Context: an optimization exercise on an open-source flow, tuned for small area. The choices shown serve that exercise and are no tape-out recipe.
Only simulation tests tie the RTL to the original design; equivalence was not proved.
Power is estimated from default activity; no workload was simulated.

<file path="run.sh">
#!/bin/bash
# synth_recipe.tcl (not shown) runs the flow's synth.tcl, then flattens the netlist and writes it again
# the make line also repeats each setting of config.mk as NAME=value (left out here)
make -C /OpenROAD-flow-scripts/flow DESIGN_CONFIG=/design/flow/config.mk WORK_HOME=/design/flow/orfs CLKGATE_MAP_FILE= SYNTH_SCRIPT=/design/flow/synth_recipe.tcl finish
</file>
<file path="config.mk">
export PLATFORM = sky130hd
export DESIGN_NAME = bemicro_top
export DESIGN_NICKNAME = bemicro_top
export VERILOG_FILES = /design/flow/design.v
export SDC_FILE = /design/flow/constraint.sdc
export NUM_CORES = 4
export LEC_CHECK = 0
export ABC_AREA = 1
export CAP_MARGIN = 20
export CORE_MARGIN = 2
export CORE_UTILIZATION = 70
export SLEW_MARGIN = 20
</file>
<file path="constraint.sdc">
create_clock -name core_clock -period 5.0 [get_ports {CLK_FPGA_50M}]
set_input_delay 1.0000 -clock core_clock [delete_from_list [all_inputs] [get_ports {CLK_FPGA_50M}]]
set_output_delay 1.0000 -clock core_clock [all_outputs]
set_load 0.01 [all_outputs]
</file>
<file path="design.v">
module counter_sat(clk, clear, ready);
   parameter WIDTH = 12;
   parameter [WIDTH-1:0] START = 0;
   parameter [WIDTH-1:0] TAPS = 0;
   input  clk;
   input  clear;
   output ready;
   reg [WIDTH-1:0] s;
   wire low_zero = ~|s[WIDTH-2:0];
   wire fb = (^(s & TAPS)) & ~low_zero;
   always @(posedge clk)
     if (clear)
       s <= START;
     else
       s <= {s[WIDTH-2:0], fb};
   assign ready = low_zero & ~s[WIDTH-1];
endmodule
module binary_counter(v, down, clr, u);
   input  [7:0] v;
   input        down;
   input        clr;
   output [7:0] u;
   wire [7:0] w = v ^ {8{down}};
   wire [7:0] t;
   assign t[0] = 1'b1;
   genvar i;
   generate
      for (i = 1; i < 8; i = i + 1) begin : g
         assign t[i] = t[i-1] & w[i-1];
      end
   endgenerate
   assign u = (v ^ t) & {8{~clr}};
endmodule
module gray_counter(clk, load, d, q);
   input            clk;
   input            load;
   input      [7:0] d;
   output reg [7:0] q;
   always @(posedge clk)
     if (load)
       q <= d;
endmodule
module life_1d(clk, rs, count_en, rst_n, event0, event1, d, q, timer);
   parameter RULE150 = 0;
   input            clk;
   input            rs;         
   input            count_en;
   input            rst_n;
   input            event0;
   input            event1;
   input      [7:0] d;          
   output reg [7:0] q;
   output reg [11:0] timer;
   reg run;
   wire low_zero = ~|timer[10:0];
   wire fb = timer[11] ^ timer[7] ^ timer[1] ^ timer[0] ^ low_zero;
   wire gen = run & low_zero & ~timer[11];
   always @(posedge clk)
     if (rst_n & (run | count_en))
       timer <= {timer[10:0], fb};
     else
       timer <= 12'h001;
   always @(posedge clk)
     if (rs)
       run <= 1'b0;
     else if (event1)
       run <= ~run;
   wire [7:0] nxt;
   genvar i;
   generate
      for (i = 0; i < 8; i = i + 1) begin : g
         wire l = q[(i + 1) % 8];
         wire c = q[i];
         wire r = q[(i + 7) % 8];
         if (RULE150)
           assign nxt[i] = l ^ c ^ r;
         else
           assign nxt[i] = l ^ (c | r);
      end
   endgenerate
   always @(posedge clk)
     if (rs | (~run & event0))
       q <= d;
     else if (gen)
       q <= nxt;
endmodule
module bemicro_top(
   input  wire CLK_FPGA_50M,
   input  wire RST_N,
   input  wire CPU_RST_N,
   input  wire PBSW_N,
   output wire F_LED0,
   output wire F_LED1,
   output wire F_LED2,
   output wire F_LED3,
   output wire F_LED4,
   output wire F_LED5,
   output wire F_LED6,
   output wire F_LED7
   );
   wire clk = CLK_FPGA_50M;
   reg         rst_done;            
   wire [11:0] t2;                  
   wire        rs = ~(RST_N & rst_done);
   wire        t2_is31;
   always @(posedge clk)
     rst_done <= RST_N & (rst_done | t2_is31);
   reg [1:0] pb_s0, pb_s1, pb_in;
   always @(posedge clk) begin
      pb_s0 <= {PBSW_N, CPU_RST_N};
      pb_s1 <= pb_s0;
      pb_in <= pb_s1;
   end
   wire p0 = ~pb_in[0];
   wire p1 = ~pb_in[1];
   wire r0, r1;
   counter_sat #(.WIDTH(12), .START(12'hd41), .TAPS(12'h883)) PB0_CNTR
     (.clk(clk), .clear(p0 | rs), .ready(r0));
   counter_sat #(.WIDTH(10), .START(10'h177), .TAPS(10'h204)) PB1_CNTR
     (.clk(clk), .clear(p1 | rs), .ready(r1));
   wire e0 = p0 & ~p1 & r0;
   wire e1 = p1 & ~p0 & r1;
   wire em = p0 & p1 & (r0 | r1);
   reg [1:0] mode;
   always @(posedge clk)
     if (rs)
       mode <= 2'd0;
     else if (em)
       mode <= mode + 2'd1;
   wire sel0 = (mode == 2'd0);
   wire sel1 = (mode == 2'd1);
   wire sel2 = (mode == 2'd2);
   wire sel3 = (mode == 2'd3);
   wire [7:0] c0, c1, l2, l3;
   reg  [7:0] v;
   always @*
     case (mode)
       2'd0: v = c0;
       2'd1: v = c1;
       2'd2: v = l2;
       default: v = l3;
     endcase
   wire [7:0] u;
   binary_counter step_unit(.v(v), .down(~e0), .clr(rs), .u(u));
   wire run2, run3;
   gray_counter counter0(.clk(clk), .load(rs | (sel0 & (e0 | e1))), .d(u), .q(c0));
   gray_counter counter1(.clk(clk), .load(rs | (sel1 & (e0 | e1))), .d(u), .q(c1));
   life_1d #(.RULE150(0)) life_1d_0
     (.clk(clk), .rs(rs), .count_en(~rst_done), .rst_n(RST_N),
      .event0(sel2 & e0), .event1(sel2 & e1), .d(u), .q(l2), .timer(t2));
   life_1d #(.RULE150(1)) life_1d_1
     (.clk(clk), .rs(rs), .count_en(1'b0), .rst_n(1'b1),
      .event0(sel3 & e0), .event1(sel3 & e1), .d(u), .q(l3), .timer());
   assign t2_is31 = t2[11] & ~t2[8] & ~t2[2];
   wire [7:0] led = v ^ ({1'b0, v[7:1]} & {8{sel1}});
   assign {F_LED0,F_LED1,F_LED2,F_LED3,F_LED4,F_LED5,F_LED6,F_LED7} = ~led;
endmodule
</file>
==> flow_summary_export.csv, run 1 <==
group,metric,value,unit
setup_path,reg2regPathDepth,10,
routing,num_vias,2989,
cts,cts_tree,"done",
cts,post_cts_resized,0,
synth,seq_area_frac_synth,52.1,%
synth,yosysUniqueCellTypes,36,
grt,grt_first_pass_wirelength,13100,µm
setup_path,r2r_start,"PB0_CNTR.s[1]",
routing,drt-pass1-iter-count,5,
synth,synth_edf_count,32,
setup_path,crit_required,4.00,ns
synth,synth_nets,478,
synth,yosys_warnings,6,
routing,drc,0,
setup_path,r2r-end,"life_1d_1.q[2]",
placed_design,dp_hpwl,5720,µm
routing,drtAntennaViolNets,0,
grt,grt_util_all_layers,27.2,%
hold_path,hold_class,"flop to flop",
sta,final-setup-viol-count,0,
synth,synthFlopType,"dfxtp_1",
routing,routedWlPerCell,14.1,µm
routing,drt_iter0_drc,196,
synth,synthArstFlopShare,0,%
hold_path,worstHoldEndpoint,"pb_in[0]",
sta,fin_skew,0.0124,ns
cts,htreeDepth,3,
setup_path,critPathKind,"flop to primary output",
run,maxCapViolations,0,
cts,holdBufCountCts,0,
sta,rsz0062_at_grt,"false",
synth,synthesis.area,0.00403,mm²
layout,utilization,79.6,%
layout,areaGrowthSynthToFinish,9.40,%
grt,grt_remaining_overflow,0,
die,dieArea,0.00638,mm²
die,initial_core_util,72.8,%
synth,netlist_instances,469,
die,core_region_area,0.00554,mm²
cts,clk_pin_slew_worst_paths,0.08,ns
die,fp-row-count,27,
sta,period_share,72.4,%
cts,cts_root_buf,"clkbuf_8",
layout,n_fill_cell,378,
synth,yosys-top-cells-area,"dfxtp_1 (28%), edfxtp_1 (24%), nand2_1 (10%)",
sta,fmax,276,MHz
setup_path,critPathMaxFanout,13,
status,status,"finished clean",
cts,clock_path_buffers,2,
sta,hold_violations,0,
layout,nets,492,
placed_design,io_buffers,11,
setup_path,endpoint_kind,"primary output",
cts,worstSkewPairLatency,0.36,ns
die,die_width,79.9,µm
synth,synthMostInstantiatedCell,"nand2_1",
synth,ys_seq_elements,89,
die,io_pins,12,
sta,slew_viol_final,0,
routing,avgViaCountPerCell,5.34,
sta,fin_ws,1.38,ns
synth,synth_commonest_cells,"nand2_1 (111), inv_1 (64), dfxtp_1 (57)",
cts,cts_setup_buffers,0,
power,power_density,296,mW/mm²
layout,drive_gt1_share,10.0,%
grt,antenna_found_initial,0,
setup_path,arrival,2.62,ns
cts,numCtsBuffers,9,
sta,setup_tns,0,ns
sta,period_needed,3.62,ns
sta,worst_slew_pin_slew,1.06,ns
layout,antenna_cells,0,
hold_path,hold_path.startpoint,"pb_s1[0]",
sta,relSlewSlack,28.9,%
routing,drt-total-wl,7900,µm
power,ir_drop,256,µV
grt,grt_start_max_net_pins,19,
placed_design,pre_cts_ws,1.51,ns
hold_path,hold_depth,0,
setup_path,r2r_slack,2.42,ns
synth,synth_top_area_share,28.3,%
setup_path,crit_path_start_kind,"flop",
synth,synth_area_leader_cell,"dfxtp_1",
die,die_h,79.9,µm
power,cellLeakagePower,2.01,nW
cts,cts_num_sinks,89,
placed_design,place_congestion,0.955,
synth,avgSynthCellArea,8.60,µm²
grt,grt_pass1_vias,2891,
==> kinds of logic after synthesis <==
group,after synthesis,share of synthesized area [%]
and+or+nand+nor,217,23.5
DFF,89,52.1
buffers and inverters,80,7.82
AOI/OAI and AO/OA,42,7.23
xor gates and xnor gates,36,7.82
adders and majority gates,5,1.55
==> flip-flops by register name, indices dropped and copies added (netlist names), 2 cells and up <==
name	flops
PB0_CNTR.s	12
PB1_CNTR.s	10
counter0.q	8
counter1.q	8
life_1d_0.q	8
life_1d_0.timer	12
life_1d_1.q	8
life_1d_1.timer	12
mode	2
pb_in	2
pb_s0	2
pb_s1	2
==> final cells by class <==
type                       count  area (µm²)  area share (%)
sequential                    89        2100            47.6
multi-input combinational    300        1620            36.6
inverter                      72         270            6.13
clock buffer                  12         176            4.00
timing repair buffer          11         110            2.50
tap                           72        90.1            2.04
clock inverter                 4        47.5            1.08
==> power breakdown <==
| group | switching (mW) | internal, mW |
|---|---|---|
| Sequential | 0.00318 | 0.751 |
| Combinational | 0.0131 | 0.00852 |
| Clock | 0.241 | 0.287 |
==> routing by layer <==
metal / vias to the layer above / track usage [%] / part of all wire, %
li1: 1504 / - / -
met1: 1357 / 33.7 / 45
met2: 108 / 44.7 / 47
met3: 20 / 7.81 / 6.1
met4: 0 / 10.7 / 2.5
met5: - / 0 / 0
==> worst max-delay path, cell delays in order (launching register included) <==
cell	delay (ns)
dfxtp_1	0.33
inv_1	0.09
ha_1	0.47
nand2_1	0.10
nand2_1	0.08
inv_1	0.05
a21oi_2	0.33
nand2_1	0.12
xnor2_1	0.14
clkdlybuf4s50_1	0.55
==> placed cells by master, fill, tap and decap left out, types with 5 or more instances in the layout <==
cell type        count
nand2_1            111
inv_1               64
dfxtp_1             57
nor2_1              55
edfxtp_1            32
xnor2_1             21
nand3_1             15
xor2_1              15
o21ai_0             13
a21oi_1             11
or2_2               11
clkbuf_8            11
clkdlybuf4s50_1     11
nand4_1              9
inv_2                7
o21ai_1              5
ha_1                 5
==> per-stage QoR <==
step / instance area (µm²) / hold WS (ns) / std cells / power, mW
after floorplan: 4030 / 0.310 / 469 / 0.785
after global placement: 4190 / 0.311 / 544 / 0.790
after detailed placement: 4190 / 0.312 / 544 / 0.791
after CTS: 4410 / 0.335 / 560 / 1.31
after global routing: 4410 / 0.338 / 560 / 1.33
final: 4410 / 0.331 / 560 / 1.30
==> worst max-delay path by stage <==
stage                          end  slack (ns)  cells after the start     from
detailed placement  life_1d_1.q[3]        1.51                      6    RST_N
finish                      F_LED4        1.38                      9  mode[1]
floorplan                   F_LED1        2.47                      7  mode[0]
global placement    life_1d_1.q[3]        1.65                      6    RST_N
CTS                         F_LED4        1.38                      9  mode[1]
global route                F_LED4        1.11                      9  mode[1]
==> run 2: changes to the inputs <==
--- a/config.mk
+++ b/config.mk
@@ -6,5 +6,4 @@
 export NUM_CORES = 4
 export LEC_CHECK = 0
-export ABC_AREA = 1
 export CAP_MARGIN = 20
 export CORE_MARGIN = 2
==> run 2 against run 1 <==
Net effect:
- still clean
- synthesized cell count shrank 23%
- register-to-register slack worse by 0.72 ns
- non-clock buffer count is 2 higher
- worst setup slack worse by 0.31 ns
- final cell count decreased by 19%
- highest routed layer unchanged
==> flow_summary_export.csv, run 2 <==
group,metric,value,unit
sta,period_needed,3.93,ns
cts,cts_root_buf,"clkbuf_8",
power,internal_power,0.951,mW
synth,ys_seq_elements,89,
routing,avgViaCountPerCell,5.85,
layout,layout_commonest_cell,"dfxtp_1",
synth,synth_area_leader_cell,"dfxtp_1",
layout,n_fill_cell,381,
routing,num_vias,2643,
setup_path,arrival,2.93,ns
synth,synth_commonest_cells,"dfxtp_1 (57), nor2_1 (34), edfxtp_1 (32)",
cts,clk_pin_slew_worst_paths,0.09,ns
power,comb_power_share,1.8,%
layout,antenna_cells,0,
die,fp-row-count,27,
layout,nets,384,
setup_path,cpLargestDelayFamily,"compound AO/OA/AOI/OAI gates",
placed_design,placed_cell_area,0.00400,mm²
sta,setup_tns,0,ns
power,pwr-share-seq,61.9,%
placed_design,io_buffers,11,
setup_path,critPathKind,"flop to primary output",
setup_path,crit_cells,7,
cts,cts_tree,"done",
sta,fin_skew,0.0106,ns
synth,synth_nets,372,
synth,synthesis.area,0.00388,mm²
layout,utilization,76.8,%
hold_path,hold_depth,0,
cts,numCtsBuffers,9,
power,ir_drop,286,µV
sta,rsz0062_at_grt,"false",
sta,fmax,255,MHz
die,io_pins,12,
sta,hold_violations,0,
sta,slew_viol_final,0,
routing,drt-pass1-iter-count,5,
cts,holdBufCountCts,0,
cts,cts_setup_buffers,0,
cts,cts_num_sinks,89,
synth,synthMostInstantiatedCell,"dfxtp_1",
setup_path,crit_path_start_kind,"flop",
cts,htreeDepth,3,
die,die_h,78.4,µm
synth,seq_area_frac_synth,54.2,%
die,die_width,78.4,µm
synth,synthArstFlopShare,0,%
setup_path,slowest_delay,0.56,ns
power,cellLeakagePower,1.60,nW
layout,layout_common_cells,"dfxtp_1 (57), nor2_1 (34), edfxtp_1 (32), nand2_1 (31), xnor2_1 (27)",
synth,synth_edf_count,32,
synth,synthFlopType,"dfxtp_1",
setup_path,critPathMaxFanout,16,
synth,avgSynthCellArea,10.7,µm²
hold_path,hold_class,"flop to flop",
cts,post_cts_resized,0,
layout,reg.largest.list,"PB0_CNTR.s (12), life_1d_0.timer (12), life_1d_1.timer (12)",
die,dieArea,0.00615,mm²
setup_path,slowest_stage,"clkdlybuf4s50_1",
routing,routedWlPerCell,17.1,µm
grt,grt_pass1_vias,2558,
run,maxCapViolations,0,
setup_path,reg2regPathDepth,9,
placed_design,place_congestion,0.942,
power,power_density,293,mW/mm²
status,status,"finished clean",
die,core_region_area,0.00544,mm²
sta,holdWs,0.332,ns
synth,synth_top_area_share,29.4,%
synth,netlist_instances,363,
sta,worst_slew_pin_slew,0.664,ns
power,p_switching,0.275,mW
grt,antenna_found_initial,0,
grt,grt_start_max_net_pins,24,
synth,yosys-top-cells-area,"dfxtp_1 (29%), edfxtp_1 (25%), xnor2_1 (6.1%)",
grt,grt_remaining_overflow,0,
sta,period_share,78.5,%
cts,clock_path_buffers,2,
synth,yosysUniqueCellTypes,50,
layout,areaGrowthSynthToFinish,7.74,%
cts,worstSkewPairLatency,0.36,ns
grt,grt_util_all_layers,27.2,%
placed_design,dp_hpwl,5470,µm
routing,drt-total-wl,7750,µm
power,clockPowerShare,36.4,%
layout,final_area,0.00418,mm²
power,swShare,22.4,%
setup_path,crit_chain,"inv_1 -> ha_1 -> a222oi_1 -> a21oi_1 -> nand2_1 -> xor2_1 -> clkdlybuf4s50_1",
grt,grt_first_pass_wirelength,12500,µm
setup_path,crit_required,4.00,ns
die,initial_core_util,71.3,%
synth,yosys_warnings,6,
setup_path,crit_buf_inv,2,
routing,drtAntennaViolNets,0,
setup_path,endpoint_kind,"primary output",
routing,drc,0,
routing,drt_iter0_drc,256,
layout,drive_gt1_share,10.3,%
sta,relSlewSlack,55.4,%
sta,final-setup-viol-count,0,
==> run 2: cell count changes after synthesis, moves of 7 or more <==
| cell | before | now |
|---|---|---|
| inv_2 | 7 | 0 |
| nor2_1 | 55 | 34 |
| nand2_1 | 111 | 31 |
| nand3_1 | 15 | 6 |
| inv_1 | 64 | 9 |
| a222oi_1 | 0 | 8 |
| and2_1 | 0 | 23 |
| and3_1 | 1 | 8 |
==> run 2: cells by family after synthesis <==
group / count (synthesis) / share of synthesized area (%)
flops: 89 / 54.2
compound gates: 45 / 8.68
buf+inv: 21 / 3.23
fa+ha+maj: 5 / 1.61
simple gates: 154 / 21.1
mux: 3 / 0.807
xor+xnor: 46 / 10.4
==> run 2: layout make-up <==
| class | count | area [µm²] | area share [%] |
|---|---|---|---|
| multi-input cells | 253 | 1650 | 39.5 |
| flip-flops and latches | 89 | 2100 | 50.3 |
| inverters | 9 | 33.8 | 0.809 |
| clock inverters | 6 | 48.8 | 1.17 |
| well taps | 72 | 90.1 | 2.16 |
| clock buffers | 10 | 128 | 3.05 |
| repair buffers | 13 | 125 | 2.99 |
==> run 2: stage by stage <==
step                      total power, mW  setup slack (ns)  cells
after floorplan                     0.790              2.09    363
after global routing                 1.27             0.827    452
after detailed placement            0.796              1.57    436
final                                1.23              1.07    452
after global placement              0.795              1.64    436
after CTS                            1.24              1.10    452
==> run 2: worst paths after layout <==
path	slack [ns]	end	from
worst min register to register	0.33	pb_in[0]	pb_s1[0]
worst min-delay path	0.33	pb_in[0]	pb_s1[0]
worst max register to register	1.70	life_1d_1.q[7]	mode[1]
worst max-delay path	1.07	F_LED6	mode[1]
==> run 2: power by group through the flow <==
stage	clock, mW	sequential, mW	combinational, mW
6_report	0.446	0.758	0.0218
5_1_grt	0.485	0.759	0.0242
4_1_cts	0.455	0.758	0.0221
3_5_place_dp	0	0.774	0.0217
3_3_place_gp	0	0.774	0.0211
2_1_floorplan	0	0.772	0.0178
==> run 2: layer usage <==
metal	part of all wire (%)	wire, µm	up-vias	GRT usage (%)
met5	0	0	-	0
met4	1.4	105	0	11.6
met3	6.3	491	11	6.09
met2	47	3610	103	42.2
met1	46	3540	1230	37.0
li1	-	-	1299	-
==> run 2: worst reg2reg max path, stage by stage, from the launching register on <==
cell	delay, ns
dfxtp_1	0.39
inv_1	0.09
ha_1	0.39
a222oi_1	0.43
a21oi_2	0.21
or4_4	0.62
nor4_2	0.42
o21ai_1	0.21
xor2_1	0.21
o22ai_2	0.10
==> run 3: changes to the inputs <==
--- a/config.mk
+++ b/config.mk
@@ -8,4 +8,4 @@
 export CAP_MARGIN = 20
 export CORE_MARGIN = 2
-export CORE_UTILIZATION = 70
+export CORE_UTILIZATION = 85
 export SLEW_MARGIN = 20
==> run 3 against run 2 <==
Net effect:
- via count grew 24%
- die area decreased by 17%
- clock power rose by 24%
- clock skew is 0.0057 ns higher
- final cell count decreased by 4.6%
==> flow_summary_export.csv, run 3 <==
group,metric,value,unit
status,status,"finished clean",
layout,layout_common_cells,"dfxtp_1 (57), nor2_1 (34), edfxtp_1 (32), nand2_1 (31), xnor2_1 (27)",
layout,antenna_cells,0,
placed_design,dp_hpwl,6000,µm
synth,ys_seq_elements,89,
synth,synthesis.area,0.00388,mm²
sta,setup_tns,0,ns
grt,grt_pass1_vias,3228,
setup_path,endpoint_kind,"primary output",
synth,synth_area_leader_cell,"dfxtp_1",
die,fp-row-count,24,
sta,relSlewSlack,20.6,%
sta,period_share,82.5,%
cts,cts_setup_buffers,0,
cts,clock_path_buffers,2,
die,die_width,71.5,µm
grt,grt_util_all_layers,47.8,%
cts,cts_root_buf,"clkbuf_8",
synth,synthFlopType,"dfxtp_1",
routing,drt-pass1-iter-count,13,
routing,drtAntennaViolNets,0,
synth,synthMostInstantiatedCell,"dfxtp_1",
setup_path,crit_required,4.00,ns
power,ir_drop,295,µV
layout,layout_commonest_cell,"dfxtp_1",
grt,antenna_found_initial,0,
synth,synthArstFlopShare,0,%
run,maxCapViolations,0,
grt,grt_remaining_overflow,0,
synth,synth_nets,372,
die,initial_core_util,88.4,%
cts,cts_tree,"done",
synth,synth_commonest_cells,"dfxtp_1 (57), nor2_1 (34), edfxtp_1 (32)",
layout,n_fill_cell,102,
sta,slew_viol_final,0,
routing,routedWlPerCell,26.8,µm
power,finalPower,1.34,mW
layout,utilization,95.9,%
setup_path,crit_path_start_kind,"flop",
placed_design,place_inst,415,
sta,rsz0062_at_grt,"false",
cts,post_cts_resized,0,
setup_path,reg2regPathDepth,9,
power,cellLeakagePower,1.62,nW
cts,clk_pin_slew_worst_paths,0.10,ns
layout,final_area,0.00420,mm²
cts,htreeDepth,3,
cts,holdBufCountCts,0,
die,core_region_area,0.00438,mm²
grt,grt_first_pass_wirelength,17800,µm
hold_path,hold_class,"flop to flop",
synth,netlist_instances,363,
routing,num_vias,3268,
routing,drc,0,
cts,numCtsBuffers,9,
die,io_pins,12,
synth,avgSynthCellArea,10.7,µm²
grt,grt_start_max_net_pins,24,
sta,worst_slew_pin_slew,1.18,ns
cts,cts_num_sinks,89,
cts,worstSkewPairLatency,0.38,ns
hold_path,hold_depth,0,
placed_design,placed_cell_area,0.00397,mm²
placed_design,io_buffers,11,
synth,yosys-top-cells-area,"dfxtp_1 (29%), edfxtp_1 (25%), xnor2_1 (6.1%)",
synth,yosys_warnings,6,
synth,seq_area_frac_synth,54.2,%
routing,avgViaCountPerCell,7.58,
sta,holdWs,0.336,ns
routing,drt_iter0_drc,702,
synth,yosysUniqueCellTypes,50,
setup_path,critPathMaxFanout,16,
setup_path,critPathKind,"flop to primary output",
layout,drive_gt1_share,10.6,%
sta,fin_skew,0.0163,ns
sta,period_needed,4.13,ns
die,dieArea,0.00512,mm²
die,die_h,71.5,µm
setup_path,arrival,3.13,ns
synth,synth_edf_count,32,
power,power_density,319,mW/mm²
layout,areaGrowthSynthToFinish,8.42,%
layout,nets,383,
sta,fmax,242,MHz
routing,drt-total-wl,11500,µm
placed_design,place_congestion,0.904,
sta,hold_violations,0,
synth,synth_top_area_share,29.4,%
sta,fin_ws,0.873,ns
layout,instances_no_fill,431,
placed_design,pre_cts_ws,1.55,ns
layout,reg.largest.list,"PB0_CNTR.s (12), life_1d_0.timer (12), life_1d_1.timer (12)",
sta,final-setup-viol-count,0,
run 3: cell types whose count changed in the layout (fill, tap and decap cells not counted), sizes merged:
| cell | delta |
|---|---|
| clkinv | -1 |
| inv | -1 |
| clkbuf | +2 |
| buf | -1 |
run 3: cell type report:
| type | instances | area (µm²) | share of cell area, % |
|---|---|---|---|
| Clock buffer | 12 | 199 | 4.73 |
| Multi-Input combinational cell | 253 | 1650 | 39.3 |
| Inverter | 9 | 33.8 | 0.804 |
| Sequential cell | 89 | 2100 | 50.0 |
| Tap cell | 52 | 65.1 | 1.55 |
| Clock inverter | 4 | 36.3 | 0.863 |
| Timing Repair Buffer | 12 | 118 | 2.80 |
run 3: where the power goes:
part           switching (mW)  internal (mW)
registers             0.00816          0.751
clock network           0.277          0.278
logic                  0.0157         0.0125
run 3: routing by layer:
layer	wire length, µm	global-route usage, %	part of all wire [%]
met1	3840	57.6	33
met2	5200	77.0	45
met3	1570	15.3	14
met4	938	25.6	8.1
met5	0	0	0
run 3: cells by family after synthesis:
group                    share of synthesized area [%]
AND/OR/NAND/NOR                                   21.1
flip-flops                                        54.2
XOR/XNOR                                          10.4
multiplexers                                     0.807
buffers and inverters                             3.23
adder cells (fa/ha/maj)                           1.61
AO/OA/AOI/OAI                                     8.68
run 3: final timing paths:
kind | from | to | slack, ns
worst min register to register | pb_s0[1] | pb_s1[1] | 0.34
worst max-delay path | mode[1] | F_LED6 | 0.87
worst min-delay path | pb_s0[1] | pb_s1[1] | 0.34
worst max register to register | mode[1] | life_1d_1.q[7] | 1.42
run 3: critical path, cell delays in order, from the launching register on:
cell and delay (ns):
dfxtp_1 0.37, inv_1 0.10, ha_1 0.57, a222oi_1 0.23, a21oi_1 0.55, nand2_1 0.16, xor2_1 0.21, clkdlybuf4s50_1 0.56
==> run 4: changes to the inputs <==
--- a/config.mk
+++ b/config.mk
@@ -8,4 +8,4 @@
 export CAP_MARGIN = 20
 export CORE_MARGIN = 2
-export CORE_UTILIZATION = 85
+export CORE_UTILIZATION = 40
 export SLEW_MARGIN = 20
==> run 4 against run 3 <==
Net effect:
- non-clock buffer count grew 2
- register-to-register slack gained 0.25 ns
- final cell count grew 18%
- area after synthesis unchanged
- sequential power about the same
- flip-flop and latch count unchanged
- first-iteration DRC count decreased by 78%
- largest cell class unchanged
- highest routed layer unchanged
==> flow_summary_export.csv, run 4 <==
group,metric,value,unit
status,status,"finished clean",
synth,avgSynthCellArea,10.7,µm²
cts,worstSkewPairLatency,0.35,ns
sta,hold_violations,0,
die,die_h,102,µm
routing,avgViaCountPerCell,5.06,
setup_path,critPathKind,"flop to primary output",
layout,instances_no_fill,509,
sta,fmax,257,MHz
cts,cts_tree,"done",
cts,numCtsBuffers,9,
synth,synth_area_leader_cell,"dfxtp_1",
sta,relSlewSlack,33.3,%
sta,slew_viol_final,0,
run,maxCapViolations,0,
hold_path,hold_class,"flop to flop",
synth,yosysUniqueCellTypes,50,
synth,synth_top_area_share,29.4,%
sta,rsz0062_at_grt,"false",
grt,busiest_layer,"met2",
routing,routedWlPerCell,14.9,µm
setup_path,arrival,2.89,ns
power,ir_drop,121,µV
sta,period_needed,3.89,ns
cts,holdBufCountCts,0,
synth,synthFlopType,"dfxtp_1",
synth,synthArstFlopShare,0,%
power,cellLeakagePower,1.61,nW
layout,antenna_cells,0,
layout,drive_gt1_share,10.8,%
grt,grt_start_max_net_pins,22,
cts,cts_setup_buffers,0,
setup_path,crit_path_start_kind,"flop",
grt,grt_util_all_layers,15.5,%
hold_path,hold_depth,0,
setup_path,endpoint_kind,"primary output",
routing,num_vias,2576,
placed_design,place_congestion,0.813,
placed_design,pre_cts_ws,1.53,ns
cts,cts_root_buf,"clkbuf_8",
synth,synth_edf_count,32,
cts,clk_pin_slew_worst_paths,0.09,ns
synth,synthesis.area,0.00388,mm²
synth,synth_nets,372,
sta,fin_ws,1.11,ns
layout,reg.largest.list,"PB0_CNTR.s (12), life_1d_0.timer (12), life_1d_1.timer (12)",
layout,utilization,45.7,%
sta,period_share,77.7,%
synth,netlist_instances,363,
grt,antenna_found_initial,0,
grt,use_met2,22.7,%
die,dieArea,0.0105,mm²
synth,yosys_warnings,6,
die,die_width,102,µm
setup_path,crit_required,4.00,ns
sta,setup_tns,0,ns
routing,drc,0,
routing,drt-total-wl,7600,µm
cts,clock_path_buffers,2,
die,fp-row-count,35,
setup_path,reg2regPathDepth,9,
layout,layout_common_cells,"dfxtp_1 (57), nor2_1 (34), edfxtp_1 (32), nand2_1 (31), xnor2_1 (27)",
routing,drt_iter0_drc,157,
synth,yosys-top-cells-area,"dfxtp_1 (29%), edfxtp_1 (25%), xnor2_1 (6.1%)",
layout,nets,385,
cts,post_cts_resized,0,
synth,ys_seq_elements,89,
cts,htreeDepth,3,
layout,layout_commonest_cell,"dfxtp_1",
synth,synth_commonest_cells,"dfxtp_1 (57), nor2_1 (34), edfxtp_1 (32)",
sta,worst_slew_pin_slew,0.990,ns
sta,fin_skew,0.0123,ns
grt,grt_remaining_overflow,0,
grt,gr-usage-met3,3.97,%
layout,final_area,0.00426,mm²
placed_design,placed_cell_area,0.00408,mm²
die,core_region_area,0.00933,mm²
cts,cts_num_sinks,89,
placed_design,dp_hpwl,5460,µm
setup_path,critPathMaxFanout,16,
placed_design,io_buffers,11,
power,power_density,293,mW/mm²
placed_design,place_inst,494,
die,io_pins,12,
grt,grt_first_pass_wirelength,12300,µm
routing,drtAntennaViolNets,0,
sta,final-setup-viol-count,0,
synth,synthMostInstantiatedCell,"dfxtp_1",
routing,drt-pass1-iter-count,4,
grt,grt_pass1_vias,2398,
synth,seq_area_frac_synth,54.2,%
die,initial_core_util,41.6,%
layout,areaGrowthSynthToFinish,9.97,%
grt,globalRouteMet1Util,22.2,%
==> run 4: cell counts after synthesis <==
Identical to the previous run, type by type.
==> run 4: logic make-up after synthesis <==
kind of cell,share of synthesized area (%)
flip-flops,54.2
adder cells (fa/ha/maj),1.61
buffers and inverters,3.23
multiplexers,0.807
AO/OA/AOI/OAI,8.68
AND/OR/NAND/NOR,21.1
XOR/XNOR,10.4
==> run 4: path summary, 6_finish.rpt <==
kind                 start  slack (ns)             end
setup / recovery   mode[1]        1.11          F_LED6
hold / removal    pb_s1[1]        0.33        pb_in[1]
setup reg to reg   mode[1]        1.67  life_1d_1.q[7]
hold reg to reg   pb_s1[1]        0.33        pb_in[1]
==> run 4: through the flow <==
step,hold WS (ns),total power [mW]
2_1_floorplan,0.310,0.790
3_3_place_gp,0.310,0.796
3_5_place_dp,0.314,0.796
4_1_cts,0.336,1.27
5_1_grt,0.342,1.30
6_report,0.333,1.25
==> run 4: area by class of cell <==
class                           instances  area [µm²]
Fill cell                             885        5060
Sequential cell                        89        2100
Multi-Input combinational cell        253        1650
Tap cell                              129         161
Clock buffer                           10         149
Timing Repair Buffer                   14         133
Clock inverter                          5        35.0
Inverter                                9        33.8
==> run 4: report_power, final <==
group | internal [mW] | switching (mW) | leakage [nW]
Sequential | 0.751 | 0.00620 | 0.858
Combinational | 0.0125 | 0.00939 | 0.657
Clock | 0.212 | 0.260 | 0.0989
Total | 0.976 | 0.276 | 1.61
==> run 4: routing by layer <==
layer / part of all wire (%) / vias to the layer above / wire length (µm)
li1: - / 1295 / -
met1: 48 / 1232 / 3660
met2: 47 / 45 / 3540
met3: 4.6 / 4 / 350
met4: 0.68 / 0 / 52
met5: 0 / - / 0
==> run 4: worst max-delay path: stages (launching register included) <==
cell and delay, ns:
dfxtp_1 0.35, inv_1 0.09, ha_1 0.53, a222oi_1 0.18, a21oi_1 0.49, nand2_1 0.13, xor2_1 0.21, clkdlybuf4s50_1 0.57
==> run 5: changes to the inputs <==
--- a/design.v
+++ b/design.v
@@ -16,12 +16,12 @@
    assign ready = low_zero & ~s[WIDTH-1];
 endmodule
-module binary_counter(v, down, clr, u);
+module binary_counter(v, down, inc, u);
    input  [7:0] v;
    input        down;
-   input        clr;
+   input        inc;
    output [7:0] u;
    wire [7:0] w = v ^ {8{down}};
    wire [7:0] t;
-   assign t[0] = 1'b1;
+   assign t[0] = inc;
    genvar i;
    generate
@@ -30,5 +30,5 @@
       end
    endgenerate
-   assign u = (v ^ t) & {8{~clr}};
+   assign u = v ^ t;
 endmodule
 module gray_counter(clk, load, d, q);
@@ -116,7 +116,7 @@
    wire r0, r1;
    counter_sat #(.WIDTH(12), .START(12'hd41), .TAPS(12'h883)) PB0_CNTR
-     (.clk(clk), .clear(p0 | rs), .ready(r0));
+     (.clk(clk), .clear(p0 | ~rst_done), .ready(r0));
    counter_sat #(.WIDTH(10), .START(10'h177), .TAPS(10'h204)) PB1_CNTR
-     (.clk(clk), .clear(p1 | rs), .ready(r1));
+     (.clk(clk), .clear(p1 | ~rst_done), .ready(r1));
    wire e0 = p0 & ~p1 & r0;
    wire e1 = p1 & ~p0 & r1;
@@ -128,27 +128,21 @@
      else if (em)
        mode <= mode + 2'd1;
-   wire sel0 = (mode == 2'd0);
+   wire sel0 = (mode == 2'd0) & rst_done;   
    wire sel1 = (mode == 2'd1);
    wire sel2 = (mode == 2'd2);
    wire sel3 = (mode == 2'd3);
    wire [7:0] c0, c1, l2, l3;
-   reg  [7:0] v;
-   always @*
-     case (mode)
-       2'd0: v = c0;
-       2'd1: v = c1;
-       2'd2: v = l2;
-       default: v = l3;
-     endcase
+   wire [7:0] v = ({8{sel0}} & c0) | ({8{sel1}} & c1) |
+                  ({8{sel2}} & l2) | ({8{sel3}} & l3);
    wire [7:0] u;
-   binary_counter step_unit(.v(v), .down(~e0), .clr(rs), .u(u));
+   binary_counter step_unit(.v(v), .down(~e0), .inc(rst_done), .u(u));
    wire run2, run3;
-   gray_counter counter0(.clk(clk), .load(rs | (sel0 & (e0 | e1))), .d(u), .q(c0));
-   gray_counter counter1(.clk(clk), .load(rs | (sel1 & (e0 | e1))), .d(u), .q(c1));
+   gray_counter counter0(.clk(clk), .load(~rst_done | (sel0 & (e0 | e1))), .d(u), .q(c0));
+   gray_counter counter1(.clk(clk), .load(~rst_done | (sel1 & (e0 | e1))), .d(u), .q(c1));
    life_1d #(.RULE150(0)) life_1d_0
-     (.clk(clk), .rs(rs), .count_en(~rst_done), .rst_n(RST_N),
+     (.clk(clk), .rs(~rst_done), .count_en(~rst_done), .rst_n(RST_N),
       .event0(sel2 & e0), .event1(sel2 & e1), .d(u), .q(l2), .timer(t2));
    life_1d #(.RULE150(1)) life_1d_1
-     (.clk(clk), .rs(rs), .count_en(1'b0), .rst_n(1'b1),
+     (.clk(clk), .rs(~rst_done), .count_en(1'b0), .rst_n(1'b1),
       .event0(sel3 & e0), .event1(sel3 & e1), .d(u), .q(l3), .timer());
    assign t2_is31 = t2[11] & ~t2[8] & ~t2[2];
==> flow/run.sh (new file) <==
#!/bin/bash
# Standard ORFS layout, with buf_1 cells as the port buffers.
set -e
export BUFFER_PORTS_ARGS="-buffer_cell sky130_fd_sc_hd__buf_1"
bash standard.sh > standard.log 2>&1
==> standard.sh (new file) <==
#!/bin/bash
# synth_recipe.tcl (not shown) runs the flow's synth.tcl, then flattens the netlist and writes it again
# the make line also repeats each setting of config.mk as NAME=value (left out here)
make -C /OpenROAD-flow-scripts/flow DESIGN_CONFIG=/design/flow/config.mk WORK_HOME=/design/flow/orfs CLKGATE_MAP_FILE= SYNTH_SCRIPT=/design/flow/synth_recipe.tcl "${@:-finish}"
removed: run.sh
==> run 5 against run 4 <==
Net effect:
- sequential power barely moved
- final cell count fell by 6.5%
- flip-flop and latch count did not move
- first-iteration DRC count rose by 48%
- core utilization fell by 0.66 points
- non-clock buffer count fell by 1
- combinational power fell by 7%
- cell area fell by 3.3%
- routed wire length fell by 3.4%
- critical endpoint is now F_LED4
- total power rose by 3.4%
- maximum frequency rose by 14%
==> flow_summary_export.csv, run 5 <==
group,metric,value,unit
synth,seq_area_frac_synth,56.0,%
setup_path,reg2regPathDepth,8,
die,initial_core_util,41.0,%
power,ir_drop,163,µV
synth,synthMostInstantiatedCell,"dfxtp_1",
die,dieArea,0.0102,mm²
sta,period_share,68.4,%
layout,antenna_cells,0,
routing,num_vias,2474,
synth,synth_xor_xnor_area_share,11.0,%
sta,worst_slew_pin_slew,0.973,ns
layout,nets,369,
synth,yosys_warnings,6,
setup_path,crit_path_start_kind,"flop",
routing,avgViaCountPerCell,5.20,
routing,drt-pass1-iter-count,4,
grt,globalRouteMet1Util,22.3,%
setup_path,critPathKind,"flop to primary output",
grt,antenna_found_initial,0,
synth,synthSimpleGateAreaFrac,19.3,%
setup_path,critPathCapture,"F_LED4",
layout,layout_common_cells,"dfxtp_1 (57), nand2_1 (40), edfxtp_1 (32), xnor2_1 (26), and2_1 (23)",
cts,numCtsBuffers,9,
grt,grt_first_pass_wirelength,12300,µm
synth,netlist_instances,348,
placed_design,place_inst,460,
layout,layout_commonest_cell,"dfxtp_1",
synth,yosysUniqueCellTypes,41,
cts,clock_path_buffers,2,
cts,htreeDepth,3,
setup_path,crit_chain,"inv_1 -> ha_1 -> a222oi_1 -> nand2_1 -> nand2_1 -> xor2_1 -> buf_1",
cts,cts_tree,"done",
cts,clk_pin_slew_worst_paths,0.08,ns
setup_path,r2r_start,"mode[1]",
cts,cts_setup_buffers,0,
synth,synth_nets,357,
synth,synth_edf_count,32,
grt,grt_pass1_vias,2440,
synth,synth_top_family_by_area,"simple AND/OR/NAND/NOR gates",
setup_path,endpoint_kind,"primary output",
synth,yosys-top-cells-area,"dfxtp_1 (30%), edfxtp_1 (26%), xnor2_1 (6.1%)",
power,power_density,314,mW/mm²
cts,holdBufCountCts,0,
synth,synthArstFlopShare,0,%
layout,instances_no_fill,476,
synth,synth_mux_area_share,1.73,%
die,io_pins,12,
sta,rsz0062_at_grt,"false",
grt,busiest_layer,"met2",
routing,drt-total-wl,7330,µm
setup_path,slowest_stage,"a222oi_1",
cts,worstSkewPairLatency,0.36,ns
die,fp-row-count,35,
synth,synth_top_area_share,30.4,%
layout,areaGrowthSynthToFinish,9.87,%
placed_design,place_congestion,0.781,
setup_path,r2r-end,"life_1d_0.q[5]",
setup_path,arrival,2.42,ns
sta,hold_violations,0,
sta,fmax,293,MHz
die,die_h,101,µm
sta,final-setup-viol-count,0,
layout,drive_gt1_share,11.0,%
synth,ys_seq_elements,89,
die,die_width,101,µm
grt,grt_start_max_net_pins,30,
setup_path,crit_required,4.00,ns
routing,drtAntennaViolNets,0,
sta,period_needed,3.42,ns
routing,drt_iter0_drc,233,
hold_path,hold_class,"flop to flop",
synth,synth_fa_ha_area_share,1.67,%
setup_path,critPathMaxFanout,16,
sta,slew_viol_final,0,
grt,grt_util_all_layers,16.0,%
cts,cts_num_sinks,89,
sta,setup_tns,0,ns
synth,synth_compound_area_share,7.80,%
cts,cts_root_buf,"clkbuf_8",
setup_path,crit_top_cell,"nand2_1",
cts,post_cts_resized,0,
sta,relSlewSlack,34.7,%
grt,grt_remaining_overflow,0,
synth,avgSynthCellArea,10.8,µm²
routing,drc,0,
layout,reg.largest.list,"PB0_CNTR.s (12), life_1d_0.timer (12), life_1d_1.timer (12)",
routing,routedWlPerCell,15.4,µm
die,core_region_area,0.00915,mm²
run,maxCapViolations,0,
grt,use_met2,22.8,%
power,cellLeakagePower,1.62,nW
synth,synth_area_leader_cell,"dfxtp_1",
setup_path,crit_start,"mode[1]",
synth,synthesis.area,0.00375,mm²
status,status,"finished clean",
placed_design,dp_hpwl,5100,µm
setup_path,r2r_slack,1.96,ns
placed_design,io_buffers,11,
grt,gr-usage-met3,4.65,%
setup_path,slowest_delay,0.41,ns
synth,synthFlopType,"dfxtp_1",
sta,fin_skew,0.00807,ns
synth,synth_commonest_cells,"dfxtp_1 (57), nand2_1 (40), edfxtp_1 (32)",
## run 5: cells by family (layout without fill, tap and decap cells)
logic type                 Yosys count  in the layout
AOI/OAI and AO/OA                   37             37
xor gates and xnor gates            47             47
adders and majority gates            5              5
buffers and inverters               23             40
DFF                                 89             89
muxes                                6              6
and+or+nand+nor                    141            141
## run 5: layout make-up
class                   instances  area, µm²
fillers                       863       5030
flip-flops and latches         89       2100
clock buffers                  13        191
clock inverters                 3       26.3
repair buffers                 13       56.3
multi-input cells             236       1570
inverters                      11       41.3
well taps                     111        139
## run 5: how the worst min path moves through the flow
| stage | start | endpoint | slack [ns] | cells past startpoint |
|---|---|---|---|---|
| 5_1_grt | pb_s1[0] | pb_in[0] | 0.34 | 0 |
| 2_1_floorplan | pb_s1[0] | pb_in[0] | 0.31 | 0 |
| 4_1_cts | pb_s1[1] | pb_in[1] | 0.33 | 0 |
| 3_5_place_dp | pb_s1[1] | pb_in[1] | 0.31 | 0 |
| 6_report | pb_s1[1] | pb_in[1] | 0.33 | 0 |
| 3_3_place_gp | pb_s0[0] | pb_s1[0] | 0.31 | 0 |
## run 5: power by group
group	leakage (nW)	total [mW]	internal (mW)	switching, mW
clock	0.111	0.517	0.260	0.257
sequential	0.858	0.757	0.751	0.00564
combinational	0.652	0.0203	0.0107	0.00956
total	1.62	1.29	1.02	0.272
## run 5: metrics by stage
step	hold slack, ns	total power, mW	setup slack [ns]	util (%)	area, µm²
floorplan	0.310	0.789	2.30	-	3750
finish	0.333	1.29	1.58	45.1	4120
CTS	0.333	1.31	1.56	45.1	4120
global placement	0.310	0.794	2.00	42.7	3910
detailed placement	0.312	0.795	1.95	42.7	3910
global route	0.344	1.35	1.32	45.1	4120
## run 5: layer usage
metal,share of wire [%],wire length (µm)
met1,48,3500
met5,0,0
met3,5.3,386
met2,45,3300
met4,2.0,150
## run 5: critical path: cells and delay by family, from the launching register on
kind / cells / cell delay [ns]
DFF: 1 / 0.38
buffers and inverters: 2 / 0.25
xor gates and xnor gates: 1 / 0.17
AOI/OAI and AO/OA: 1 / 0.41
adders and majority gates: 1 / 0.40
and+or+nand+nor: 2 / 0.46
==> run 6: changes to the inputs <==
==> run.sh (new file) <==
#!/bin/bash
# synth_recipe.tcl (not shown) runs the flow's synth.tcl, then flattens the netlist and writes it again
# the make line also repeats each setting of config.mk as NAME=value (left out here)
make -C /OpenROAD-flow-scripts/flow DESIGN_CONFIG=/design/flow/config.mk WORK_HOME=/design/flow/orfs CLKGATE_MAP_FILE= SYNTH_SCRIPT=/design/flow/synth_recipe.tcl finish
removed: flow/run.sh
removed: standard.sh
==> run 6 against run 5 <==
Net effect:
- core utilization grew 0.98 points
- global-route usage shrank 0.51 points
- area after synthesis is the same
- hold slack lost 0.00060 ns
- worst setup slack lost 0.32 ns
- total power grew 2.5%
==> flow_summary_export.csv, run 6 <==
group,metric,value,unit
layout,n_fill_cell,862,
synth,seq_area_frac_synth,56.0,%
hold_path,worstHoldEndpoint,"pb_in[0]",
die,fp-row-count,35,
layout,areaGrowthSynthToFinish,12.3,%
routing,drt-total-wl,7300,µm
setup_path,crit_path_start_kind,"flop",
power,power_density,315,mW/mm²
die,die_width,101,µm
cts,numCtsBuffers,9,
die,io_pins,12,
placed_design,io_buffers,11,
synth,synth_commonest_cells,"dfxtp_1 (57), nand2_1 (40), edfxtp_1 (32)",
setup_path,critPathMaxFanout,16,
routing,drc,0,
synth,synthFlopType,"dfxtp_1",
routing,routed-wl-met3,360,µm
layout,drive_gt1_share,11.4,%
synth,synth_area_leader_cell,"dfxtp_1",
hold_path,hold_class,"flop to flop",
sta,worst_slew_pin_slew,0.868,ns
layout,layout_commonest_cell,"dfxtp_1",
die,die_h,101,µm
synth,yosys-top-cells-area,"dfxtp_1 (30%), edfxtp_1 (26%), xnor2_1 (6.1%)",
synth,synthMostInstantiatedCell,"dfxtp_1",
synth,synthesis.area,0.00375,mm²
power,cellLeakagePower,1.68,nW
sta,relSlewSlack,41.8,%
cts,cts_root_buf,"clkbuf_8",
sta,setup_tns,0,ns
grt,grt_pass1_vias,2458,
sta,fmax,268,MHz
setup_path,slowest_delay,0.56,ns
setup_path,reg2regPathDepth,8,
grt,grt_start_max_net_pins,25,
cts,cts_num_sinks,89,
cts,htreeDepth,3,
setup_path,r2r_slack,2.01,ns
synth,synth_nets,357,
placed_design,dp_hpwl,5000,µm
setup_path,critPathKind,"flop to primary output",
die,core_region_area,0.00915,mm²
setup_path,crit_top_cell,"nand2_1",
sta,hold_violations,0,
cts,holdBufCountCts,0,
setup_path,cpLargestDelayFamily,"buffers and inverters",
power,ir_drop,153,µV
run,maxCapViolations,0,
synth,avgSynthCellArea,10.8,µm²
layout,antenna_cells,0,
setup_path,crit_buf_inv,2,
setup_path,r2r_start,"mode[1]",
die,initial_core_util,41.0,%
cts,worstSkewPairLatency,0.35,ns
setup_path,crit_cells,7,
layout,nets,372,
cts,clk_pin_slew_worst_paths,0.08,ns
routing,drt-met1-wl,3530,µm
sta,fin_skew,0.0124,ns
power,clockPowerShare,41.3,%
routing,drtAntennaViolNets,0,
power,swShare,20.3,%
layout,reg.largest.list,"PB0_CNTR.s (12), life_1d_0.timer (12), life_1d_1.timer (12)",
layout,layout_common_cells,"dfxtp_1 (57), nand2_1 (40), edfxtp_1 (32), xnor2_1 (26), and2_1 (23)",
power,internal_power,1.06,mW
synth,synthArstFlopShare,0,%
routing,highest_layer,"met4",
cts,clock_path_buffers,2,
status,status,"finished clean",
routing,num_vias,2461,
power,finalPower,1.33,mW
synth,yosys_warnings,6,
synth,netlist_instances,348,
hold_path,hold_depth,0,
synth,synth_top_area_share,30.4,%
setup_path,endpoint_kind,"primary output",
cts,post_cts_resized,0,
setup_path,r2r-end,"life_1d_0.q[6]",
power,p_switching,0.270,mW
routing,avgViaCountPerCell,5.14,
grt,grt_first_pass_wirelength,12200,µm
grt,antenna_found_initial,0,
die,dieArea,0.0102,mm²
sta,period_share,74.8,%
sta,period_needed,3.74,ns
routing,drt_iter0_drc,188,
synth,yosysUniqueCellTypes,41,
setup_path,crit_required,4.00,ns
power,comb_power_share,1.6,%
setup_path,slowest_stage,"clkdlybuf4s50_1",
routing,wl_met2,3280,µm
routing,routedWlPerCell,15.2,µm
layout,instances_no_fill,479,
sta,rsz0062_at_grt,"false",
grt,grt_util_all_layers,15.5,%
placed_design,place_inst,462,
sta,slew_viol_final,0,
grt,grt_remaining_overflow,0,
power,pwr-share-seq,57.1,%
hold_path,hold_path.startpoint,"pb_s1[0]",
setup_path,arrival,2.74,ns
cts,cts_setup_buffers,0,
synth,synth_edf_count,32,
sta,final-setup-viol-count,0,
sta,holdWs,0.332,ns
routing,drt-pass1-iter-count,4,
setup_path,crit_chain,"inv_1 -> ha_1 -> a222oi_1 -> nand2_1 -> nand2_1 -> xor2_1 -> clkdlybuf4s50_1",
synth,ys_seq_elements,89,
cts,cts_tree,"done",
placed_design,place_congestion,0.772,
==> run 6: cell counts after synthesis <==
Identical to the previous run, type by type.
==> run 6: cell families (layout without fill, tap and decap cells) <==
group | after synthesis | count (layout) | share of synthesized area [%]
and+or+nand+nor | 141 | 141 | 19.3
DFF | 89 | 89 | 56.0
xor gates and xnor gates | 47 | 47 | 11.0
AOI/OAI and AO/OA | 37 | 37 | 7.80
buffers and inverters | 23 | 43 | 2.53
muxes | 6 | 6 | 1.73
adders and majority gates | 5 | 5 | 1.67
==> run 6: how the worst max path moves through the flow <==
stage | start | to | slack (ns)
floorplan | mode[1] | F_LED2 | 2.30
detailed placement | mode[1] | F_LED4 | 1.63
global placement | mode[1] | F_LED3 | 1.68
global route | mode[1] | F_LED7 | 1.04
CTS | mode[1] | F_LED7 | 1.24
finish | mode[1] | F_LED4 | 1.26
==> run 6: through the flow <==
stage | util, % | worst slack (ns) | cell area [µm²]
2_1_floorplan | - | 2.30 | 3750
3_3_place_gp | 43.5 | 1.68 | 3980
3_5_place_dp | 43.5 | 1.63 | 3980
4_1_cts | 46.0 | 1.24 | 4210
5_1_grt | 46.0 | 1.04 | 4210
6_report | 46.0 | 1.26 | 4210
==> run 6: layout make-up <==
type,count,area (µm²),area share [%]
sequential,89,2100,49.9
multi-input combinational,236,1560,36.9
clock buffer,12,176,4.19
timing repair buffer,16,145,3.44
tap,111,139,3.30
clock inverter,4,53.8,1.28
inverter,11,41.3,0.980
==> run 6: metal layers <==
layer | track usage, % | up-vias
met3 | 2.77 | 10
met5 | 0 | -
met4 | 6.95 | 0
met1 | 21.2 | 1168
li1 | - | 1236
met2 | 23.9 | 47
==> run 6: power groups by stage <==
stage	combinational (mW)	clock, mW	sequential (mW)
final	0.0215	0.548	0.757
after CTS	0.0216	0.564	0.757
after floorplan	0.0168	0	0.772
after global routing	0.0246	0.594	0.759
after detailed placement	0.0214	0	0.774
after global placement	0.0212	0	0.774
==> run 7: changes to the inputs <==
--- a/config.mk
+++ b/config.mk
@@ -9,3 +9,6 @@
 export CORE_MARGIN = 2
 export CORE_UTILIZATION = 40
+export CTS_BUF_LIST = sky130_fd_sc_hd__clkbuf_16
+export CTS_CLUSTER_DIAMETER = 500
+export CTS_CLUSTER_SIZE = 100
 export SLEW_MARGIN = 20
==> run 7 against run 6 <==
Net effect:
- critical endpoint unchanged
- core utilization increased by 0.89 points
- combinational power hardly changed
- total power increased by 12%
- largest power group unchanged
- routed wire length grew 0.97%
- register-to-register slack is essentially flat
- via count increased by 0.16%
- clock-buffer cell count fell by 2
- global-route usage is 0.35 points higher
- still clean on timing, DRC and antenna
- hold slack got worse by 0.0052 ns
- flip-flop and latch count unchanged
- sequential power about the same
==> flow_summary_export.csv, run 7 <==
group,metric,value,unit
synth,synth_edf_count,32,
power,power_density,345,mW/mm²
setup_path,endpoint_kind,"primary output",
routing,drt-total-wl,7370,µm
grt,grt_remaining_overflow,0,
setup_path,cpLargestDelayFamily,"buffers and inverters",
die,core_region_area,0.00915,mm²
cts,worstSkewPairLatency,0.34,ns
synth,synth_top_area_share,30.4,%
run,maxCapViolations,0,
placed_design,dp_hpwl,5000,µm
synth,synthesis.area,0.00375,mm²
synth,netlist_instances,348,
layout,nets,372,
die,fp-row-count,35,
hold_path,hold_class,"flop to flop",
cts,cts_num_sinks,89,
die,die_h,101,µm
sta,fin_skew,0.00561,ns
synth,ys_seq_elements,89,
routing,drt-pass1-iter-count,4,
placed_design,pre_cts_ws,1.63,ns
power,comb_power_share,1.4,%
die,initial_core_util,41.0,%
routing,avgViaCountPerCell,5.15,
synth,synth_commonest_cells,"dfxtp_1 (57), nand2_1 (40), edfxtp_1 (32)",
setup_path,crit_buf_inv,2,
placed_design,io_buffers,11,
setup_path,crit_top_cell,"nand2_1",
synth,seq_area_frac_synth,56.0,%
sta,fin_ws,1.30,ns
sta,setup_tns,0,ns
power,clockPowerShare,47.3,%
setup_path,crit_chain,"inv_1 -> ha_1 -> a222oi_1 -> nand2_1 -> nand2_1 -> xor2_1 -> clkdlybuf4s50_1",
sta,slew_viol_final,0,
synth,synth_area_leader_cell,"dfxtp_1",
placed_design,place_congestion,0.772,
grt,antenna_found_initial,0,
layout,antenna_cells,0,
setup_path,crit_path_start_kind,"flop",
synth,synthFlopType,"dfxtp_1",
cts,numCtsBuffers,9,
setup_path,critPathMaxFanout,16,
power,pwr-share-seq,51.2,%
setup_path,arrival,2.70,ns
cts,htreeDepth,3,
grt,grt_util_all_layers,15.9,%
die,io_pins,12,
cts,post_cts_resized,0,
synth,yosysUniqueCellTypes,41,
layout,layout_commonest_cell,"dfxtp_1",
synth,avgSynthCellArea,10.8,µm²
routing,drc,0,
cts,holdBufCountCts,0,
setup_path,r2r_slack,2.02,ns
sta,rsz0062_at_grt,"false",
synth,synth_nets,357,
routing,drt_iter0_drc,192,
layout,areaGrowthSynthToFinish,14.4,%
die,die_width,101,µm
sta,relSlewSlack,40.4,%
sta,period_needed,3.70,ns
routing,drtAntennaViolNets,0,
cts,clk_pin_slew_worst_paths,0.06,ns
layout,layout_common_cells,"dfxtp_1 (57), nand2_1 (40), edfxtp_1 (32), xnor2_1 (26), and2_1 (23)",
grt,grt_first_pass_wirelength,12400,µm
power,swShare,20.1,%
power,ir_drop,228,µV
power,internal_power,1.18,mW
synth,yosys_warnings,6,
cts,cts_tree,"done",
power,p_switching,0.297,mW
layout,reg.largest.list,"PB0_CNTR.s (12), life_1d_0.timer (12), life_1d_1.timer (12)",
synth,yosys-top-cells-area,"dfxtp_1 (30%), edfxtp_1 (26%), xnor2_1 (6.1%)",
status,status,"finished clean",
sta,hold_violations,0,
sta,final-setup-viol-count,0,
cts,cts_root_buf,"clkbuf_16",
synth,synthArstFlopShare,0,%
routing,num_vias,2465,
layout,drive_gt1_share,11.1,%
power,cellLeakagePower,1.71,nW
grt,grt_pass1_vias,2464,
setup_path,critPathKind,"flop to primary output",
sta,period_share,74.1,%
sta,fmax,270,MHz
sta,worst_slew_pin_slew,0.887,ns
setup_path,crit_required,4.00,ns
grt,grt_start_max_net_pins,25,
setup_path,slowest_delay,0.56,ns
cts,clock_path_buffers,2,
setup_path,slowest_stage,"clkdlybuf4s50_1",
cts,cts_setup_buffers,0,
die,dieArea,0.0102,mm²
routing,routedWlPerCell,15.4,µm
synth,synthMostInstantiatedCell,"dfxtp_1",
==> run 7: final timing paths <==
check                           startpoint       endpoint  depth (start not counted)
worst max-delay path               mode[1]         F_LED4                          7
worst min-delay path              pb_s0[0]       pb_s1[0]                          0
worst max register to register     mode[1]  counter1.q[6]                          8
worst min register to register    pb_s0[0]       pb_s1[0]                          0
==> run 7: kinds of logic (layout without fill, tap and decap cells) <==
logic type      count (synthesis)  count (layout)  share of synthesized area [%]
compound gates                 37              37                           7.80
xor+xnor                       47              47                           11.0
fa+ha+maj                       5               5                           1.67
buf+inv                        23              43                           2.53
flops                          89              89                           56.0
mux                             6               6                           1.73
simple gates                  141             141                           19.3
==> run 7: final cells by class <==
| class | instances | area [µm²] |
|---|---|---|
| clock buffers | 10 | 250 |
| clock inverters | 6 | 61.3 |
| fillers | 850 | 4860 |
| inverters | 11 | 41.3 |
| multi-input cells | 236 | 1560 |
| flip-flops and latches | 89 | 2100 |
| well taps | 111 | 139 |
| repair buffers | 16 | 145 |
==> run 7: metrics by stage <==
stage                     power [mW]  cell area, µm²  hold WS, ns  std cells  utilization [%]
after floorplan                0.789            3750        0.310        348                -
after global placement         0.795            3980        0.312        462             43.5
after detailed placement       0.796            3980        0.313        462             43.5
after global routing            1.53            4300        0.334        479             46.9
after CTS                       1.49            4290        0.327        478             46.9
final                           1.48            4300        0.327        479             46.9
==> run 7: metal layers <==
metal	routed length, µm	track usage, %	share of wire [%]	up-vias
met5	0	0	0	-
met1	3500	21.5	47	1168
met3	426	4.44	5.8	7
met4	92	6.01	1.2	0
li1	-	-	-	1243
met2	3350	24.2	46	47
==> run 7: power groups by stage <==
stage               Sequential, mW  Clock (mW)  Combinational (mW)
finish                       0.758       0.700              0.0214
global route                 0.759       0.749              0.0246
CTS                          0.758       0.713              0.0216
detailed placement           0.774           0              0.0214
global placement             0.774           0              0.0212
floorplan                    0.772           0              0.0168
==> run 8: changes to the inputs <==
--- a/config.mk
+++ b/config.mk
@@ -9,6 +9,6 @@
 export CORE_MARGIN = 2
 export CORE_UTILIZATION = 40
-export CTS_BUF_LIST = sky130_fd_sc_hd__clkbuf_16
-export CTS_CLUSTER_DIAMETER = 500
-export CTS_CLUSTER_SIZE = 100
+export CTS_BUF_LIST = sky130_fd_sc_hd__clkbuf_8
+export CTS_CLUSTER_DIAMETER = 200
+export CTS_CLUSTER_SIZE = 50
 export SLEW_MARGIN = 20
==> run 8 against run 7 <==
Net effect:
- first-iteration DRC count decreased by 9.9%
- worst setup slack got worse by 0.034 ns
- total power decreased by 9.1%
- cell area decreased by 1.8%
==> flow_summary_export.csv, run 8 <==
group,metric,value,unit
hold_path,worstHoldEndpoint,"pb_in[0]",
setup_path,cpLargestDelayFamily,"buffers and inverters",
setup_path,reg2regPathDepth,8,
synth,synth_fa_ha_area_share,1.67,%
sta,period_share,74.7,%
sta,fin_skew,0.0123,ns
synth,netlist_instances,348,
cts,numCtsBuffers,9,
cts,clock_path_buffers,2,
routing,drt_iter0_drc,173,
synth,seq_area_frac_synth,56.0,%
setup_path,crit_path_start_kind,"flop",
synth,synthFlopType,"dfxtp_1",
cts,htreeDepth,3,
layout,antenna_cells,0,
synth,synth_nets,357,
sta,holdWs,0.332,ns
setup_path,crit_top_cell,"nand2_1",
layout,areaGrowthSynthToFinish,12.4,%
cts,worstSkewPairLatency,0.35,ns
power,clockPowerShare,42.1,%
synth,synthArstFlopShare,0,%
run,maxCapViolations,0,
synth,synthMostInstantiatedCell,"dfxtp_1",
placed_design,io_buffers,11,
die,io_pins,12,
synth,synth_area_leader_cell,"dfxtp_1",
cts,cts_setup_buffers,0,
setup_path,r2r_start,"mode[1]",
power,power_density,319,mW/mm²
placed_design,place_congestion,0.772,
synth,synthSimpleGateAreaFrac,19.3,%
sta,hold_violations,0,
hold_path,hold_path.startpoint,"pb_s1[0]",
layout,ff_latch_area,0.00210,mm²
synth,synth_edf_count,32,
cts,clk_pin_slew_worst_paths,0.08,ns
synth,yosysUniqueCellTypes,41,
die,core_region_area,0.00915,mm²
power,p_switching,0.269,mW
synth,synth_mux_area_share,1.73,%
grt,grt_remaining_overflow,0,
routing,num_vias,2459,
setup_path,r2r-end,"counter1.q[6]",
hold_path,hold_class,"flop to flop",
status,status,"finished clean",
synth,yosys_warnings,6,
grt,grt_first_pass_wirelength,12200,µm
power,cellLeakagePower,1.68,nW
setup_path,slowest_stage,"clkdlybuf4s50_1",
synth,synth_commonest_cells,"dfxtp_1 (57), nand2_1 (40), edfxtp_1 (32)",
power,internal_power,1.08,mW
layout,layout_common_cells,"dfxtp_1 (57), nand2_1 (40), edfxtp_1 (32), xnor2_1 (26), and2_1 (23)",
layout,multi_input_area,0.00156,mm²
synth,avgSynthCellArea,10.8,µm²
sta,final-setup-viol-count,0,
placed_design,dp_hpwl,5000,µm
cts,cts_root_buf,"clkbuf_8",
sta,rsz0062_at_grt,"false",
synth,synth_top_family_by_area,"simple AND/OR/NAND/NOR gates",
routing,routedWlPerCell,15.2,µm
setup_path,arrival,2.74,ns
routing,drtAntennaViolNets,0,
setup_path,endpoint_kind,"primary output",
die,die_width,101,µm
cts,cts_num_sinks,89,
setup_path,slowest_delay,0.56,ns
setup_path,critPathMaxFanout,16,
layout,utilization,46.1,%
setup_path,critPathKind,"flop to primary output",
die,fp-row-count,35,
grt,grt_start_max_net_pins,25,
sta,period_needed,3.74,ns
layout,reg.largest.list,"PB0_CNTR.s (12), life_1d_0.timer (12), life_1d_1.timer (12)",
layout,layout_commonest_cell,"dfxtp_1",
layout,drive_gt1_share,11.4,%
synth,synth_xor_xnor_area_share,11.0,%
sta,worst_slew_pin_slew,0.865,ns
routing,drt-pass1-iter-count,5,
grt,grt_pass1_vias,2457,
layout,n_fill_cell,861,
die,initial_core_util,41.0,%
cts,cts_tree,"done",
die,die_h,101,µm
hold_path,hold_depth,0,
grt,grt_util_all_layers,15.5,%
setup_path,crit_required,4.00,ns
synth,synthesis.area,0.00375,mm²
sta,slew_viol_final,0,
setup_path,crit_chain,"inv_1 -> ha_1 -> a222oi_1 -> nand2_1 -> nand2_1 -> xor2_1 -> clkdlybuf4s50_1",
sta,setup_tns,0,ns
routing,avgViaCountPerCell,5.13,
synth,yosys-top-cells-area,"dfxtp_1 (30%), edfxtp_1 (26%), xnor2_1 (6.1%)",
power,swShare,20.0,%
routing,drc,0,
sta,relSlewSlack,41.9,%
power,pwr-share-seq,56.3,%
synth,ys_seq_elements,89,
grt,antenna_found_initial,0,
routing,drt-total-wl,7270,µm
power,ir_drop,153,µV
power,comb_power_share,1.6,%
layout,nets,372,
synth,synth_compound_area_share,7.80,%
setup_path,r2r_slack,2.00,ns
setup_path,crit_buf_inv,2,
synth,synth_top_area_share,30.4,%
die,dieArea,0.0102,mm²
cts,post_cts_resized,0,
sta,fmax,268,MHz
cts,holdBufCountCts,0,
==> run 8: kinds of logic after synthesis <==
group | after synthesis
simple gates | 141
flops | 89
xor+xnor | 47
compound gates | 37
buf+inv | 23
mux | 6
fa+ha+maj | 5
==> run 8: cell type report <==
cell class	count	area share (%)
Clock buffer	11	3.59
Sequential cell	89	49.8
Clock inverter	5	1.99
Inverter	11	0.979
Multi-Input combinational cell	236	36.9
Timing Repair Buffer	16	3.44
Tap cell	111	3.29
==> run 8: power groups by stage <==
stage	sequential (mW)	clock [mW]	combinational, mW
floorplan	0.772	0	0.0168
global placement	0.774	0	0.0212
detailed placement	0.774	0	0.0214
CTS	0.757	0.584	0.0216
global route	0.759	0.612	0.0246
finish	0.757	0.567	0.0215
==> run 8: worst max-delay path by stage <==
stage / depth (start not counted) / from / slack (ns) / end
after global placement: 7 / mode[1] / 1.68 / F_LED3
after global routing: 6 / mode[1] / 1.04 / F_LED7
after floorplan: 7 / mode[1] / 2.30 / F_LED2
after CTS: 7 / mode[1] / 1.24 / F_LED7
after detailed placement: 7 / mode[1] / 1.63 / F_LED4
final: 7 / mode[1] / 1.26 / F_LED4
==> run 8: per-stage QoR <==
step                instances  total power [mW]  setup slack [ns]  instance area, µm²
floorplan                 348             0.789              2.30                3750
global route              479              1.40              1.04                4220
CTS                       478              1.36              1.24                4210
finish                    479              1.35              1.26                4220
global placement          462             0.795              1.68                3980
detailed placement        462             0.796              1.63                3980
==> run 8: metal layers <==
layer | vias to the layer above | GRT usage, % | share of wire, %
met3 | 10 | 2.77 | 4.5
li1 | 1237 | - | -
met5 | - | 0 | 0
met1 | 1170 | 21.2 | 49
met2 | 42 | 23.9 | 45
met4 | 0 | 6.95 | 1.7

separate check: timing with driven ports:
The flow's constraints put no driver on any port. The routed layouts listed below were extracted and timed again, unchanged, in two steps.
Step 1, drivers: a clkbuf_16 drives CLK_FPGA_50M and a buf_2 each remaining input, both assumed.
Step 2 times the ports against the registers' clock, not the clock port: input delays grow and output delays shrink by t, the midpoint of the rising clock arrivals with the driver on.
Three values: ideal ports, drivers, drivers and shift; two values: the first two.
run | t, ns | setup WS [ns] | worst setup path after step 2 | worst data-port slew with drivers (ns)
run 1 | 0.384 | 1.381 / 1.352 / 1.418 | input to register | 0.03
run 2 | 0.388 | 1.074 / 1.044 / 1.432 | register to output | 0.03
run 3 | 0.404 | 0.873 / 0.841 / 1.245 | register to output | 0.06
run 4 | 0.378 | 1.115 / 1.085 / 1.463 | register to output | 0.03
run 5 | 0.386 | 1.582 / 1.552 / 1.938 | register to output | 0.03
run 6 | 0.377 | 1.262 / 1.231 / 1.608 | register to output | 0.03
run 7 | 0.369 | 1.297 / 1.262 / 1.631 | register to output | 0.03
run 8 | 0.378 | 1.263 / 1.232 / 1.609 | register to output | 0.03
After both steps setup and hold are still met in every run listed.
